Context: an optimization exercise on an open-source flow, tuned for small area and a short achievable clock period. The choices shown serve that exercise and are no tape-out recipe.
The RTL was checked by simulation tests, not by an equivalence proof against the original design.
No activity file was given, so power comes from the tool's default toggle rates.

==> flow/config.mk <==
export PLATFORM = sky130hd
export DESIGN_NAME = top_level
export DESIGN_NICKNAME = top_level
export VERILOG_FILES = /design/flow/design.v
export SDC_FILE = /design/flow/constraint.sdc
export NUM_CORES = 4
export LEC_CHECK = 0
export ABC_AREA = 1
export CAP_MARGIN = 20
export CORE_MARGIN = 2
export CORE_UTILIZATION = 70
export SLEW_MARGIN = 20
==> flow/constraint.sdc <==
create_clock -name core_clock -period 90.0 [get_ports {clk}]
set_input_delay 18.0000 -clock core_clock [delete_from_list [all_inputs] [get_ports {clk}]]
set_output_delay 18.0000 -clock core_clock [all_outputs]
set_load 0.01 [all_outputs]
==> flow/design.v <==
module zero_cross 
						(input clk,
						input reset,
						input enable,
						input signed [11:0] x,
						output reg flag
						);
	reg s_anterior, s_atual;
	always @ (posedge clk) begin
		if (enable) begin
			s_atual    <= x[11];
			s_anterior <= s_atual;
			flag       <= s_atual & ~s_anterior;
		end else begin
			flag <= 1'b0;
		end
	end
endmodule
module top_level (input clk,
						input reset,
						input signed [11:0] entrada,
						input amostra_pronta,
						output flag,
						output reg ctrl,
						output reg [15:0] cnt,
						output reg [15:0] contagem_final,
						output [24:0] freq
						);
	zero_cross  cruza_zero     (.clk(clk),
										 .reset(reset),
										 .enable(amostra_pronta),
										 .x(entrada),
										 .flag(flag)
										);
	function [16:0] add16;    
		input [15:0] a;
		input [15:0] b;
		input        ci;
		integer i;
		reg c;
		begin
			c = ci;
			for (i = 0; i < 16; i = i + 1) begin
				add16[i] = a[i] ^ b[i] ^ c;
				c = (a[i] & b[i]) | (c & (a[i] ^ b[i]));
			end
			add16[16] = c;
		end
	endfunction
	function [15:0] inc16;    
		input [15:0] a;
		integer i;
		reg c;
		begin
			c = 1'b1;
			for (i = 0; i < 16; i = i + 1) begin
				inc16[i] = a[i] ^ c;
				c = c & a[i];
			end
		end
	endfunction
	wire [15:0] cnt_inc = inc16(cnt);
	always @ (posedge clk) begin
		if (reset) begin
			if (flag) ctrl <= ~ctrl;
			if (ctrl) cnt <= cnt_inc;
			else cnt <= 16'd0;
		end else begin
			ctrl <= 1'b0;
			cnt <= 16'd0;
		end
	end
	always @ (posedge clk) begin
		if (reset) begin
			if (ctrl & flag) contagem_final <= cnt_inc;
		end
		else contagem_final <= 16'd0;
	end
	reg [15:0] Q, R;
	reg [9:0]  D;
	reg [10:0] S;
	reg [4:0]  E;
	reg [6:0]  T;
	wire [11:0] m2 = {inc16({5'd0, cnt_inc[11:1]}), cnt_inc[0]};
	wire [16:0] t1 = add16({4'd0, 1'b0, R[10:0]}, {4'd0, ~{1'b0, S}}, 1'b1);   
	wire        c1 = ~t1[12] & (R[15:11] == 5'd0);                            
	wire [16:0] Qn = add16(Q, ~{6'd0, D}, ~c1);                                 
	wire [16:0] Rn = add16(c1 ? cnt_inc : {R[15:11], 11'd0}, {{4{t1[11]}}, t1[11:0]}, c1);
	wire [16:0] y2 = add16({5'd0, S}, {3'd0, ~{5'd0, T, 1'b0}}, ~c1);          
	wire        c2a = y2[12];
	wire [16:0] s1 = add16({4'd0, y2[11:0]}, {4'd0, m2}, 1'b0);                 
	wire        c2b = c2a & s1[11] & (cnt[15:8] == 8'd0);
	wire [16:0] s2 = add16({8'd0, s1[7:0]}, {8'd0, m2[7:0]}, 1'b0);             
	wire [10:0] Sn = c2b ? {3'd0, s2[7:0]} : (c2a ? s1[10:0] : y2[10:0]);
	wire [16:0] Dn = add16({6'd0, D}, {6'd0, ~{4'd0, E, c2b}}, ~c2a);          
	wire [16:0] y3a = add16({9'd0, T}, {8'd0, ~{2'd0, E, c2b}}, ~c2a);         
	wire [16:0] y3  = add16({8'd0, y3a[7:0]}, {8'd0, ~{3'd0, E}}, 1'b1);        
	wire        c3  = y3[7];
	wire [16:0] En  = add16({11'd0, E}, {11'd0, 5'h1f}, ~c3);                   
	wire [16:0] Tn  = add16({9'd0, y3[6:0]}, {9'd0, c3 ? m2[6:0] : 7'd0}, c3);  
	always @ (posedge clk) begin
		if (cnt == 16'd42) begin
			Q <= 16'd45454; R <= 16'd24; D <= 10'd1010; S <= 11'd4; E <= 5'd21; T <= 7'd44;
		end else begin
			Q <= Qn[15:0]; R <= Rn[15:0]; D <= Dn[9:0]; S <= Sn; E <= En[4:0]; T <= Tn[6:0];
		end
	end
	wire        wrap = (cnt == 16'hffff);
	reg  [20:0] f_next;
	always @* begin
		f_next = wrap ? 21'd1 : {5'd0, Q};
		if (cnt[15:6] == 10'd0) begin
			case (cnt[5:0])
				6'd0: f_next = 21'd2000000;
				6'd1: f_next = 21'd1000000;
				6'd2: f_next = 21'd666666;
				6'd3: f_next = 21'd500000;
				6'd4: f_next = 21'd400000;
				6'd5: f_next = 21'd333333;
				6'd6: f_next = 21'd285714;
				6'd7: f_next = 21'd250000;
				6'd8: f_next = 21'd222222;
				6'd9: f_next = 21'd200000;
				6'd10: f_next = 21'd181818;
				6'd11: f_next = 21'd166666;
				6'd12: f_next = 21'd153846;
				6'd13: f_next = 21'd142857;
				6'd14: f_next = 21'd133333;
				6'd15: f_next = 21'd125000;
				6'd16: f_next = 21'd117647;
				6'd17: f_next = 21'd111111;
				6'd18: f_next = 21'd105263;
				6'd19: f_next = 21'd100000;
				6'd20: f_next = 21'd95238;
				6'd21: f_next = 21'd90909;
				6'd22: f_next = 21'd86956;
				6'd23: f_next = 21'd83333;
				6'd24: f_next = 21'd80000;
				6'd25: f_next = 21'd76923;
				6'd26: f_next = 21'd74074;
				6'd27: f_next = 21'd71428;
				6'd28: f_next = 21'd68965;
				6'd29: f_next = 21'd66666;
				6'd30: f_next = 21'd64516;
				6'd31: f_next = 21'd62500;
				6'd32: f_next = 21'd60606;
				6'd33: f_next = 21'd58823;
				6'd34: f_next = 21'd57142;
				6'd35: f_next = 21'd55555;
				6'd36: f_next = 21'd54054;
				6'd37: f_next = 21'd52631;
				6'd38: f_next = 21'd51282;
				6'd39: f_next = 21'd50000;
				6'd40: f_next = 21'd48780;
				6'd41: f_next = 21'd47619;
				6'd42: f_next = 21'd46511;
				default: ;
			endcase
		end
	end
	reg [20:0] freq_r;
	always @ (posedge clk) begin
		if (reset) begin
			if (ctrl & flag) freq_r <= f_next;
		end
		else freq_r <= 21'd1;
	end
	assign freq = {4'd0, freq_r};
endmodule
==> flow/run.sh <==
#!/bin/bash
# synth_recipe.tcl (not shown) runs the flow's synth.tcl, then flattens the netlist and writes it again
# the make line also repeats each setting of config.mk as NAME=value (left out here)
make -C /OpenROAD-flow-scripts/flow DESIGN_CONFIG=/design/flow/config.mk WORK_HOME=/design/flow/orfs CLKGATE_MAP_FILE= SYNTH_SCRIPT=/design/flow/synth_recipe.tcl finish
==> run notes, run 1 <==
status complete, no violations; Core Footprint 0.01098 mm^2; fin area 0.009195 mm^2; GRT overflow 0; Post-synth EDFFs 2; P per Cell Area 47.03 mW/mm^2; Inserted Diodes 0; Die ar. 0.01227 mm^2; final hold violations 0; Max-cap violations 0; CTS sink cnt 122; Layout area overhead 15.22%; root buffer cell clkbuf_16; width of the die 110.8 um; hold_buf cts 0; fmax 49.99 MHz; clock skew 0.01311 ns; # IOs 74; Clock transition at path regs 0.05 ns; Setup crit end kind output port; Worst-Skew Late Latency 0.44 ns; CP Cell Sequence clkdlybuf4s50_1; cell family with most CP delay flip-flops; vias after detailed routing 7848; startpoint types flip-flop; cells after synthesis 988; VDD IR max 81.07 uV; crit-path max FO 17; Std-Cell Rows 38; Routed WL 28650 um; sequential share of the synthesized area 0.3086; R2R depth 58; violation count after the first detailed-routing iteration 1048; leakage 4.709 nW; Setup TNS Final 0 ns; RSZ-0062 raised after global routing false; top-count cell post-synth nand2_1; post-route ant nets 0; Mapped Avg Cell Area 8.077 um^2; CP max stage delay 0.88 ns; Worst R2R Setup Slack 72.84 ns; largest net degree at the start of global routing 32; Cell variety after synth 38; placed standard-cell area 0.008589 mm^2; Buf/Inv on CP 1; critical path's slowest cell dfxtp_1; Crit Reg-Reg Endpoint T[6]; number of H-tree levels 4; layout cell share with drive strength beyond 1 0.04766; Synth Register Bits 122; IO buf count 58; CTS tree yes; Layout Nets 1180; vias per std cell 6.601; hold path startpoint cruza_zero.s_anterior; DR WL/cell 24.09 um; FILL cells 573; die height 110.8 um; final design utilization 0.8372; pre-CTS setup slack 70.07 ns; initial antenna violation count 0; Synth async-reset ratio 0; Slew @ Worst Pin 1.007 ns; Final Max Slew Viols 0; worst path required time 72.00 ns; dominant cells by area after synthesis dfxtp_1 (30%), fa_1 (20%), nand2_1 (9.4%); post-layout minimum cycle time 20.00 ns; WS Path Type reg -> out; largest area contributor in the netlist dfxtp_1; first-pass GRT wire length 45020 um; setup ws final 70.00 ns; routability cong. 1.047; WHS Endpoint cruza_zero.flag; Post-synth top cells nand2_1 (200), inv_1 (159), nor2_1 (141); post-synth top area share 0.3010; reg-to-reg startpoint S[0]; dpl hpwl 18330 um; DRT Pass-1 Iters 8; CTS buffer count 17; hold path cells 1; Arr. time, crit path 2.00 ns; worst hold-check path type reg -> reg; Synth Warn # 2; Worst slew margin 0.3263; Cell Area, Synth 0.007980 mm^2; Main synth FF type dfxtp_1; Starting Density 0.7266; fin crit share 0.2223; CTS resizes 0; post-CTS setup buffers 0; vias in the first global route 8256; final setup fails 0; # DRC 0; GRT Overall Usage 0.4833; Clock Path Buffers 2; total power 432.5 uW
per-layer routing:
layer  vias up  wire length, um  global-route usage  part of all wire
li1       3180                -                   -                 -
met1      3628             9234              0.5276              0.32
met2       745            13360              0.7869              0.47
met3       295             3038              0.1258              0.11
met4         0             3014              0.4050              0.11
met5         -                0                   0                 0
worst max-delay path by stage:
stage                     cells after the start             from                  to
after detailed placement                      6            reset          freq_r[20]
after CTS                                     1  cruza_zero.flag                flag
final                                         1  cruza_zero.flag                flag
after floorplan                               4            reset  contagem_final[10]
after global placement                        6            reset          freq_r[20]
after global routing                          1  cruza_zero.flag                flag
worst register-to-register path: cells and delay by family (launching register included):
family	cells	cell delay (ns)
XOR/XNOR	4	0.97
adder cells (fa/ha/maj)	37	13.38
buffers and inverters	12	1.32
flip-flops	1	0.37
AND/OR/NAND/NOR	5	1.11
kinds of logic after synthesis:
group | Yosys count | share of synthesized area
and+or+nand+nor | 468 | 0.2484
DFF | 122 | 0.3086
adders and majority gates | 128 | 0.2769
AOI/OAI and AO/OA | 60 | 0.05221
buffers and inverters | 197 | 0.1003
xor gates and xnor gates | 12 | 0.01317
other | 1 | 0.0004699
where the power goes:
group / internal [mW] / leakage [nW] / switching [mW]
combinational: 0.107 / 3.41 / 0.165
sequential: 0.0757 / 1.01 / 0.0133
clock: 0.0437 / 0.292 / 0.0280
total: 0.226 / 4.71 / 0.206
flip-flops by register name, indices dropped and copies added, names as in the netlist:
name / count
Q: 16
cruza_zero.s_anterior: 1
R: 16
S: 11
cruza_zero.s_atual: 1
freq_r: 21
contagem_final: 16
cnt: 16
D: 10
T: 7
ctrl: 1
cruza_zero.flag: 1
E: 5
placed cells by master, fill, tap and decap left out, types with 2 or more instances in the layout:
cell             count
nand2_1            200
inv_1              159
nor2_1             139
dfxtp_1            120
nand3_1             82
fa_1                81
clkdlybuf4s50_1     58
ha_1                47
nand4_1             23
clkbuf_16           17
a22o_1              14
o21ai_0             12
a21oi_1             11
xnor2_1              8
o211ai_1             7
nor3_1               6
nor2_2               6
a311oi_1             5
clkinv_4             5
xor2_1               4
o21a_1               4
and2_1               4
conb_1               4
buf_4                4
o21bai_1             3
inv_2                3
nand3_2              3
bufinv_16            3
clkinv_2             2
edfxtp_1             2
per-stage QoR:
step	std cells	hold WS (ns)
2_1_floorplan	991	0.3833
5_1_grt	1189	0.4279
3_5_place_dp	1158	0.4104
3_3_place_gp	1158	0.3949
6_report	1189	0.4145
4_1_cts	1189	0.4216
area by class of cell:
class	instances	area, um^2	area share
inverters	162	608.1	0.06613
clock buffers	18	429.2	0.04667
repair buffers	62	610.6	0.06640
multi-input cells	672	4738	0.5153
clock inverters	13	171.4	0.01864
flip-flops and latches	122	2462	0.2678
well taps	140	175.2	0.01905
==> run 2: changes to the inputs <==
==> flow/flow/run.sh (new file) <==
#!/bin/bash
# The standard layout (the standard.sh: standard synthesis, floorplan, place,
# CTS, route, finish) with one change: the port buffers that global placement
# inserts are sky130_fd_sc_hd__buf_1 instead of the tool's default choice.
set -euo pipefail
export BUFFER_PORTS_ARGS="-buffer_cell sky130_fd_sc_hd__buf_1"
bash standard.sh finish > flow_standard.log 2>&1
==> flow/standard.sh (new file) <==
#!/bin/bash
# synth_recipe.tcl (not shown) runs the flow's synth.tcl, then flattens the netlist and writes it again
# the make line also repeats each setting of config.mk as NAME=value (left out here)
make -C /OpenROAD-flow-scripts/flow DESIGN_CONFIG=/design/flow/config.mk WORK_HOME=/design/flow/orfs CLKGATE_MAP_FILE= SYNTH_SCRIPT=/design/flow/synth_recipe.tcl "${@:-finish}"
removed: flow/run.sh
==> run 2 against run 1 <==
  * Still clean on timing, DRC and antenna
  * Final cell count increased by 0.17%
  * Critical path depth did not move
  * First-iteration DRC count decreased by 9.4%
==> run notes, run 2 <==
status complete, no violations; reg-to-reg startpoint R[0]; hold_buf cts 0 (unchanged); sequential share of the synthesized area 0.3086 (unchanged); number of H-tree levels 4 (unchanged); root buffer cell clkbuf_16; routability cong. 0.9886 (-5.5%); dominant cells by area after synthesis dfxtp_1 (30%), fa_1 (20%), nand2_1 (9.4%); critical path's slowest cell dfxtp_1; top-count cell post-synth nand2_1; DR WL/cell 22.45 um (-6.8%); DRT Pass-1 Iters 10 (+2); cell family with most CP delay flip-flops; Post-synth top cells nand2_1 (200), inv_1 (159), nor2_1 (141); WS Path Type reg -> out; crit-path max FO 17 (unchanged); initial antenna violation count 0 (unchanged); Std-Cell Rows 38 (unchanged); Cell Area, Synth 0.007980 mm^2 (unchanged); CTS buffer count 17 (unchanged); post-route ant nets 0 (unchanged); GRT overflow 0 (unchanged); violation count after the first detailed-routing iteration 950 (-9.4%); Inserted Diodes 0 (unchanged); Worst slew margin 0.4957 (+0.1694); CP Cell Sequence buf_1; CTS sink cnt 122 (unchanged); fmax 51.44 MHz (+2.9%); # DRC 0 (unchanged); final hold violations 0 (unchanged); Biggest register freq_r; largest area contributor in the netlist dfxtp_1; Starting Density 0.7266 (unchanged); fin crit share 0.2160 (-0.006291); startpoint types flip-flop; largest net degree at the start of global routing 31 (-3.1%); R2R depth 59 (+1.7%); Worst-Skew Late Latency 0.44 ns (about the same); hold path startpoint cruza_zero.s_anterior; Core Footprint 0.01098 mm^2 (unchanged); CP max stage delay 0.80 ns (-0.08 ns); post-layout minimum cycle time 19.44 ns (-0.5662 ns); commonest non-fill, non-tap cells in the layout nand2_1 (200), inv_1 (159), nor2_1 (139), dfxtp_1 (120), nand3_1 (82); Cell variety after synth 38 (unchanged); Clock Path Buffers 2 (unchanged); Routed WL 26740 um (-6.7%); Clock transition at path regs 0.05 ns (about the same); register area 0.002462 mm^2 (unchanged); CTS resizes 0 (unchanged); post-synth top area share 0.3010 (unchanged); Largest register FFs 21 (unchanged); Synth Warn # 2 (unchanged); Mapped Avg Cell Area 8.077 um^2 (unchanged); vias per std cell 6.340 (-3.9%); FILL cells 650 (+13%); final setup fails 0 (unchanged); Setup crit end kind output port; Die ar. 0.01227 mm^2 (unchanged); Buf/Inv on CP 1 (unchanged); Synth Register Bits 122 (unchanged); Synth async-reset ratio 0 (unchanged); most common cell after layout, fill and taps aside nand2_1; hold path cells 1 (unchanged); vias after detailed routing 7551 (-3.8%); Crit Reg-Reg Endpoint T[6]; IO buf count 58 (unchanged); layout cell share with drive strength beyond 1 0.05043 (+0.002764); dpl hpwl 18220 um (-0.60%); die height 110.8 um (unchanged); pre-CTS setup slack 70.59 ns (+0.5220 ns); VDD IR max 70.78 uV (-13%); post-CTS setup buffers 0 (unchanged); Multi-input gate area 0.004738 mm^2 (unchanged); Layout area overhead 10.58%; first-pass GRT wire length 42000 um (-6.7%); Setup TNS Final 0 ns (unchanged); Final Max Slew Viols 0 (unchanged); Slew @ Worst Pin 0.7554 ns (-0.2515 ns); Arr. time, crit path 1.44 ns (-0.56 ns); worst path required time 72.00 ns (about the same); RSZ-0062 raised after global routing false; cells after synthesis 988 (unchanged); Worst R2R Setup Slack 72.85 ns (about the same); vias in the first global route 7926 (-4.0%); Max-cap violations 0 (unchanged); Post-synth EDFFs 2 (unchanged); WHS Endpoint cruza_zero.flag; width of the die 110.8 um (unchanged); Layout Nets 1181 (+0.085%); CTS tree yes; GRT Overall Usage 0.4466 (-0.03678); worst hold-check path type reg -> reg; leakage 4.573 nW (-2.9%); Main synth FF type dfxtp_1; P per Cell Area 47.17 mW/mm^2 (+0.29%); clock skew 0.01646 ns (+0.003343 ns); # IOs 74 (unchanged); setup ws final 70.56 ns (+0.5662 ns)
## run 2: changes by cell type in the layout (fill, tap and decap cells not counted), moves of 2 or more
| cell | delta |
|---|---|
| bufinv_16 | -2 |
| buf_1 | +58 |
| clkinv_4 | -4 |
| inv_6 | +7 |
| clkinv_2 | -2 |
| clkdlybuf4s50_1 | -58 |
## run 2: area by class of cell
cell class                 instances  share of cell area
clock inverter                    14             0.01659
sequential                       122              0.2790
multi-input combinational        672              0.5369
tap                              140             0.01985
timing repair buffer              63             0.02892
clock buffer                      18             0.04977
inverter                         162             0.06891
## run 2: metal layers
layer  vias to the layer above  track usage  part of all wire
met5                         -            0                 0
met4                         0       0.3483             0.090
met3                       242       0.1077              0.10
met2                       680       0.7309              0.48
met1                      3453       0.5009              0.33
li1                       3176            -                 -
## run 2: how the worst max path moves through the flow
| stage | from | endpoint | slack (ns) | depth (start not counted) |
|---|---|---|---|---|
| detailed placement | reset | freq_r[18] | 70.59 | 6 |
| global route | cruza_zero.flag | flag | 70.52 | 1 |
| global placement | reset | freq_r[19] | 70.66 | 5 |
| CTS | cruza_zero.flag | flag | 70.60 | 1 |
| floorplan | reset | contagem_final[10] | 71.14 | 4 |
| finish | cruza_zero.flag | flag | 70.56 | 1 |
## run 2: through the flow
| stage | util | power, mW | std cells | hold slack (ns) | cell area, um^2 |
|---|---|---|---|---|---|
| CTS | 0.8030 | 0.4079 | 1191 | 0.4100 | 8820 |
| finish | 0.8035 | 0.4163 | 1191 | 0.4059 | 8825 |
| detailed placement | 0.7497 | 0.3212 | 1159 | 0.4054 | 8234 |
| floorplan | - | 0.2544 | 991 | 0.3833 | 7991 |
| global route | 0.8035 | 0.4462 | 1191 | 0.4295 | 8825 |
| global placement | 0.7497 | 0.2824 | 1159 | 0.3947 | 8234 |
## run 2: cells by family (layout without fill, tap and decap cells)
kind of cell | after synthesis | count (layout) | synth area share
simple gates | 468 | 468 | 0.2484
buf+inv | 197 | 257 | 0.1003
fa+ha+maj | 128 | 128 | 0.2769
flops | 122 | 122 | 0.3086
compound gates | 60 | 60 | 0.05221
xor+xnor | 12 | 12 | 0.01317
other cells | 1 | 4 | 0.0004699
## run 2: report_power, final
part | switching, mW | leakage (nW) | total, mW | internal (mW)
clock network | 0.0302 | 0.284 | 0.0701 | 0.0398
registers | 0.0126 | 1.01 | 0.0883 | 0.0757
logic | 0.154 | 3.28 | 0.258 | 0.104
total | 0.197 | 4.57 | 0.416 | 0.219
==> run 3: changes to the inputs <==
--- a/flow/config.mk
+++ b/flow/config.mk
@@ -10,3 +10,4 @@
 export CORE_MARGIN = 2
 export CORE_UTILIZATION = 70
+export CTS_BUF_LIST = sky130_fd_sc_hd__clkbuf_2 sky130_fd_sc_hd__clkbuf_4 sky130_fd_sc_hd__clkbuf_8
 export SLEW_MARGIN = 20
==> run 3 against run 2 <==
  * Still clean on timing, DRC and antenna
  * Die area unchanged
  * Worst hold slack better by 0.0026 ns
  * Count of clock-buffer cells in the layout unchanged
  * Maximum frequency down 0.32%
  * Global-route usage down 0.57 points
  * Critical path depth unchanged
  * Via count down 1.0%
  * Register-to-register slack better by 0.17 ns
  * Critical path type unchanged
  * Largest cell class unchanged
==> run notes, run 3 <==
Biggest register freq_r; placed standard-cell area 0.008234 mm^2 (unchanged); setup ws final 70.50 ns (-0.06250 ns); Synth async-reset ratio 0 (unchanged); WHS Endpoint cruza_zero.flag; worst hold-check path type reg -> reg; IO buf count 58 (unchanged); R2R depth 58 (-1.7%); dominant cells by area after synthesis dfxtp_1 (30%), fa_1 (20%), nand2_1 (9.4%); Routed WL 26040 um (-2.6%); top-count cell post-synth nand2_1; Min Hold Slack 0.4085 ns (+0.002605 ns); CP Cell Sequence buf_1; Setup crit end kind output port; total power 402.5 uW (-3.3%); Synth Register Bits 122 (unchanged); reg-to-reg startpoint S[0]; fmax 51.28 MHz (-0.32%); Post-synth EDFFs 2 (unchanged); Die ar. 0.01227 mm^2 (unchanged); post-route ant nets 0 (unchanged); routability cong. 0.9886 (unchanged); DR WL/cell 21.86 um (-2.6%); width of the die 110.8 um (unchanged); dpl hpwl 18220 um (unchanged); commonest non-fill, non-tap cells in the layout nand2_1 (200), inv_1 (159), nor2_1 (139), dfxtp_1 (120), nand3_1 (82); layout cell share with drive strength beyond 1 0.05043 (unchanged); Worst slew margin 0.4797 (-0.01605); P per Cell Area 46.62 mW/mm^2 (-1.2%); DRT Pass-1 Iters 6 (-4); CTS buffer count 17 (unchanged); fin area 0.008633 mm^2 (-2.2%); Worst-Skew Late Latency 0.47 ns (+0.03 ns); fin crit share 0.2167 (+0.0006944); Main synth FF type dfxtp_1; post-CTS setup buffers 0 (unchanged); WS Path Type reg -> out; Arr. time, crit path 1.50 ns (+0.06 ns); CTS resizes 0 (unchanged); Max-cap violations 0 (unchanged); Crit Reg-Reg Endpoint T[6]; sequential share of the synthesized area 0.3086 (unchanged); Starting Density 0.7266 (unchanged); Clock transition at path regs 0.07 ns (+0.02 ns); clock skew 0.01675 ns (+0.0002979 ns); startpoint types flip-flop; die height 110.8 um (unchanged); Core Footprint 0.01098 mm^2 (unchanged); hold path startpoint cruza_zero.s_anterior; Synth Warn # 2 (unchanged); critical path's slowest cell dfxtp_1; violation count after the first detailed-routing iteration 944 (-0.63%); vias in the first global route 7692 (-3.0%); VDD IR max 83.31 uV (+18%); post-synth top area share 0.3010 (unchanged); vias per std cell 6.274 (-1.0%); Buf/Inv on CP 1 (unchanged); GRT Overall Usage 0.4409 (-0.005685); root buffer cell clkbuf_8; RSZ-0062 raised after global routing false; Post-synth top cells nand2_1 (200), inv_1 (159), nor2_1 (141); Inserted Diodes 0 (unchanged); CTS sink cnt 122 (unchanged); Cell variety after synth 38 (unchanged); # DRC 0 (unchanged); Layout area overhead 8.184%; # IOs 74 (unchanged); Largest register FFs 21 (unchanged); cells after synthesis 988 (unchanged); CTS tree yes; final hold violations 0 (unchanged); leakage 4.486 nW (-1.9%); Final Max Slew Viols 0 (unchanged); Crit path depth 1 (unchanged); most common cell after layout, fill and taps aside nand2_1; Slew @ Worst Pin 0.7794 ns (+0.02405 ns); status complete, no violations; Cell Area, Synth 0.007980 mm^2 (unchanged); number of H-tree levels 4 (unchanged); largest net degree at the start of global routing 31 (unchanged); pre-CTS setup slack 70.59 ns (unchanged); GRT overflow 0 (unchanged); final setup fails 0 (unchanged); crit-path max FO 17 (unchanged); Non-Filler Instances 1191 (unchanged); worst path required time 72.00 ns (about the same); Std-Cell Rows 38 (unchanged); post-layout minimum cycle time 19.50 ns (+0.06250 ns); Clock Path Buffers 2 (unchanged); Worst R2R Setup Slack 73.02 ns (+0.17 ns); hold_buf cts 0 (unchanged); largest area contributor in the netlist dfxtp_1; Mapped Avg Cell Area 8.077 um^2 (unchanged); final design utilization 0.7861 (-0.01743); first-pass GRT wire length 40990 um (-2.4%); CP max stage delay 0.83 ns (+0.03 ns); initial antenna violation count 0 (unchanged); cell family with most CP delay flip-flops; placed insts 1159 (unchanged); Layout Nets 1181 (unchanged); vias after detailed routing 7472 (-1.0%); hold path cells 1 (unchanged); Setup TNS Final 0 ns (unchanged)
==> run 3: changes by cell type in the layout (fill, tap and decap cells not counted) <==
cell and delta:
clkbuf_16 -17, clkbuf_8 +17
==> run 3: area by class of cell <==
type | instances | area, um^2
Clock buffer | 18 | 247.7
Clock inverter | 14 | 146.4
Fill cell | 698 | 2350
Inverter | 162 | 608.1
Multi-Input combinational cell | 672 | 4738
Sequential cell | 122 | 2462
Tap cell | 140 | 175.2
Timing Repair Buffer | 63 | 255.2
==> run 3: how the worst max path moves through the flow <==
stage / endpoint / slack (ns) / startpoint
5_1_grt: flag / 70.46 / cruza_zero.flag
4_1_cts: flag / 70.54 / cruza_zero.flag
2_1_floorplan: contagem_final[10] / 71.14 / reset
3_3_place_gp: freq_r[19] / 70.66 / reset
6_report: flag / 70.50 / cruza_zero.flag
3_5_place_dp: freq_r[18] / 70.59 / reset
==> run 3: kinds of logic after synthesis <==
kind of cell | Yosys count | share of synthesized area
AOI/OAI and AO/OA | 60 | 0.05221
DFF | 122 | 0.3086
xor gates and xnor gates | 12 | 0.01317
buffers and inverters | 197 | 0.1003
other | 1 | 0.0004699
and+or+nand+nor | 468 | 0.2484
adders and majority gates | 128 | 0.2769
==> run 3: where the power goes <==
part           switching (mW)  internal, mW  total, mW
clock network          0.0270        0.0236     0.0506
registers              0.0124        0.0756     0.0880
logic                   0.157         0.107      0.264
total                   0.197         0.206      0.402
==> run 3: per-layer routing <==
| metal | part of all wire | up-vias | global-route usage | wire [um] |
|---|---|---|---|---|
| li1 | - | 3177 | - | - |
| met1 | 0.34 | 3449 | 0.4974 | 8801 |
| met2 | 0.48 | 630 | 0.7399 | 12490 |
| met3 | 0.095 | 216 | 0.1055 | 2462 |
| met4 | 0.088 | 0 | 0.3017 | 2290 |
| met5 | 0 | - | 0 | 0 |
==> run 4: changes to the inputs <==
--- a/flow/config.mk
+++ b/flow/config.mk
@@ -10,4 +10,6 @@
 export CORE_MARGIN = 2
 export CORE_UTILIZATION = 70
-export CTS_BUF_LIST = sky130_fd_sc_hd__clkbuf_2 sky130_fd_sc_hd__clkbuf_4 sky130_fd_sc_hd__clkbuf_8
+export CTS_BUF_LIST = sky130_fd_sc_hd__clkbuf_8
+export CTS_CLUSTER_DIAMETER = 80
+export CTS_CLUSTER_SIZE = 30
 export SLEW_MARGIN = 20
==> run 4 against run 3 <==
  * Synthesized cell count did not move
  * Count of clock-buffer cells in the layout is the same
  * Sequential share of layout area did not move
  * Maximum frequency did not move
  * Final cell count is the same
  * Die area is the same
  * Clock skew is the same
  * Global-route usage unchanged
  * Worst setup slack stayed put
  * Critical path depth stayed put
  * Via count unchanged
  * Sequential power about the same
  * Critical endpoint unchanged
  * Largest cell class unchanged
  * Largest power group unchanged
==> run notes, run 4 <==
status complete, no violations; GRT Overall Usage 0.4409 (unchanged); Crit Reg-Reg Endpoint T[6]; number of H-tree levels 4 (unchanged); crit-path max FO 17 (unchanged); post-synth top area share 0.3010 (unchanged); Slew @ Worst Pin 0.7794 ns (unchanged); Die ar. 0.01227 mm^2 (unchanged); dpl hpwl 18220 um (unchanged); die height 110.8 um (unchanged); post-layout minimum cycle time 19.50 ns (unchanged); commonest non-fill, non-tap cells in the layout nand2_1 (200), inv_1 (159), nor2_1 (139), dfxtp_1 (120), nand3_1 (82); GRT overflow 0 (unchanged); CP Cell Sequence buf_1; hold path cells 1 (unchanged); Non-Filler Instances 1191 (unchanged); worst hold-check path type reg -> reg; Arr. time, crit path 1.50 ns (about the same); Setup TNS Final 0 ns (unchanged); Max-cap violations 0 (unchanged); Cell Area, Synth 0.007980 mm^2 (unchanged); most common cell after layout, fill and taps aside nand2_1; Clock Path Buffers 2 (unchanged); vias per std cell 6.274 (unchanged); largest net degree at the start of global routing 31 (unchanged); layout cell share with drive strength beyond 1 0.05043 (unchanged); startpoint types flip-flop; Worst R2R Setup Slack 73.02 ns (about the same); CTS tree yes; fin crit share 0.2167 (unchanged); CTS buffer count 17 (unchanged); final design utilization 0.7861 (unchanged); placed insts 1159 (unchanged); first-pass GRT wire length 40990 um (unchanged); Synth Area in Simple Gates 0.2484 (unchanged); fmax 51.28 MHz (unchanged); post-route ant nets 0 (unchanged); largest area contributor in the netlist dfxtp_1; post-CTS setup buffers 0 (unchanged); Post-synth top cells nand2_1 (200), inv_1 (159), nor2_1 (141); Std-Cell Rows 38 (unchanged); hold path startpoint cruza_zero.s_anterior; Post-synth EDFFs 2 (unchanged); # DRC 0 (unchanged); Routed WL 26040 um (unchanged); critical path's slowest cell dfxtp_1; initial antenna violation count 0 (unchanged); RSZ-0062 raised after global routing false; WS Path Type reg -> out; CTS resizes 0 (unchanged); violation count after the first detailed-routing iteration 944 (unchanged); Crit path depth 1 (unchanged); DRT Pass-1 Iters 6 (unchanged); fin area 0.008633 mm^2 (unchanged); Synth Warn # 2 (unchanged); CP max stage delay 0.83 ns (about the same); Layout area overhead 8.184% (unchanged); worst path required time 72.00 ns (about the same); Final Max Slew Viols 0 (unchanged); top-count cell post-synth nand2_1; Setup crit end kind output port; Synth Register Bits 122 (unchanged); hold_buf cts 0 (unchanged); R2R depth 58 (unchanged); Cell variety after synth 38 (unchanged); setup ws final 70.50 ns (unchanged); vias in the first global route 7692 (unchanged); Largest register FFs 21 (unchanged); Clock transition at path regs 0.07 ns (about the same); final hold violations 0 (unchanged); Biggest register freq_r; width of the die 110.8 um (unchanged); placed standard-cell area 0.008234 mm^2 (unchanged); clock skew 0.01675 ns (unchanged); multiplexer area fraction after synthesis 0 (unchanged); Main synth FF type dfxtp_1; Buf/Inv on CP 1 (unchanged); Synth async-reset ratio 0 (unchanged); DR WL/cell 21.86 um (unchanged); Worst-Skew Late Latency 0.47 ns (about the same); root buffer cell clkbuf_8; cell family with most CP delay flip-flops; pre-CTS setup slack 70.59 ns (unchanged); Inserted Diodes 0 (unchanged); IO buf count 58 (unchanged); Starting Density 0.7266 (unchanged); Core Footprint 0.01098 mm^2 (unchanged); post-synthesis xor/xnor area fraction 0.01317 (unchanged); Compound-Gate Fraction of Synth Area 0.05221 (unchanged); vias after detailed routing 7472 (unchanged); Worst slew margin 0.4797 (unchanged); Adder-Cell Fraction of Synth Area 0.2769 (unchanged); sequential share of the synthesized area 0.3086 (unchanged); final setup fails 0 (unchanged); Layout Nets 1181 (unchanged); P per Cell Area 46.62 mW/mm^2 (unchanged); # IOs 74 (unchanged); reg-to-reg startpoint S[0]; leakage 4.486 nW (unchanged); largest family of logic cells by synthesized area adder cells; VDD IR max 83.31 uV (unchanged); cells after synthesis 988 (unchanged); Mapped Avg Cell Area 8.077 um^2 (unchanged); dominant cells by area after synthesis dfxtp_1 (30%), fa_1 (20%), nand2_1 (9.4%); CTS sink cnt 122 (unchanged); WHS Endpoint cruza_zero.flag; routability cong. 0.9886 (unchanged)
-- run 4: cell counts after synthesis --
No cell type changed its count.
-- run 4: per-layer routing --
metal | vias up | part of all wire | track usage
met5 | - | 0 | 0
met4 | 0 | 0.088 | 0.3017
met3 | 216 | 0.095 | 0.1055
met2 | 630 | 0.48 | 0.7399
met1 | 3449 | 0.34 | 0.4974
li1 | 3177 | - | -
-- run 4: layout make-up --
type | count | area (um^2)
clock buffers | 18 | 247.7
clock inverters | 14 | 146.4
fillers | 698 | 2350
inverters | 162 | 608.1
multi-input cells | 672 | 4738
flip-flops and latches | 122 | 2462
well taps | 140 | 175.2
repair buffers | 63 | 255.2
-- run 4: cells by family after synthesis --
group | count (synthesis)
adders and majority gates | 128
and+or+nand+nor | 468
DFF | 122
other | 1
buffers and inverters | 197
xor gates and xnor gates | 12
AOI/OAI and AO/OA | 60
-- run 4: worst reg2reg max path: cells and delay by family, from the launching register on --
kind	cells	cell delay, ns
simple gates	5	1.11
flops	1	0.37
xor+xnor	4	0.87
buf+inv	12	1.29
fa+ha+maj	37	13.31
-- run 4: report_power, final --
group / total (mW) / internal (mW) / switching, mW
Combinational: 0.264 / 0.107 / 0.157
Sequential: 0.0880 / 0.0756 / 0.0124
Clock: 0.0506 / 0.0236 / 0.0270
Total: 0.402 / 0.206 / 0.197
-- run 4: worst max-delay path by stage --
| stage | startpoint | to |
|---|---|---|
| 2_1_floorplan | reset | contagem_final[10] |
| 3_3_place_gp | reset | freq_r[19] |
| 3_5_place_dp | reset | freq_r[18] |
| 4_1_cts | cruza_zero.flag | flag |
| 5_1_grt | cruza_zero.flag | flag |
| 6_report | cruza_zero.flag | flag |
-- run 4: per-stage QoR --
stage	power [mW]	hold WS, ns
after floorplan	0.2544	0.3833
after global placement	0.2824	0.3947
after detailed placement	0.3212	0.4054
after CTS	0.3916	0.4125
after global routing	0.4333	0.4322
final	0.4025	0.4085

-- port drivers added, routing unchanged --
Ports are ideal in the flow. The routed layouts listed here were re-timed in OpenROAD. Step 1, drivers: a clkbuf_16 drives clk and a buf_2 each remaining input, both assumed. Step 2 moves the port delays by t, midway between the first and last clock arrival at a register: inputs arrive t later, outputs are due t later. That takes back most of the time a late clock gives input paths. Slacks: ideal / step 1 / step 2; pairs: ideal / step 1.
| run | t (ns) | setup WS [ns] | worst setup path after step 2 | slew at the worst register clock pin (ns) | cell pins on the clock port's net |
|---|---|---|---|---|---|
| run 1 | 0.485 | 69.995 / 69.944 / 69.961 | input to register | 0.07 / 0.07 | 1 |
| run 2 | 0.469 | 70.562 / 70.519 / 70.479 | input to register | 0.07 / 0.07 | 1 |
| run 3 | 0.502 | 70.499 / 70.462 / 70.488 | input to register | 0.09 / 0.09 | 1 |
| run 4 | 0.502 | 70.499 / 70.462 / 70.488 | input to register | 0.09 / 0.09 | 1 |
After both steps setup and hold are still met in every run listed. The setup slack of run 2, which loses most, moves by -0.043 ns with the drivers and by -0.083 ns with both steps.
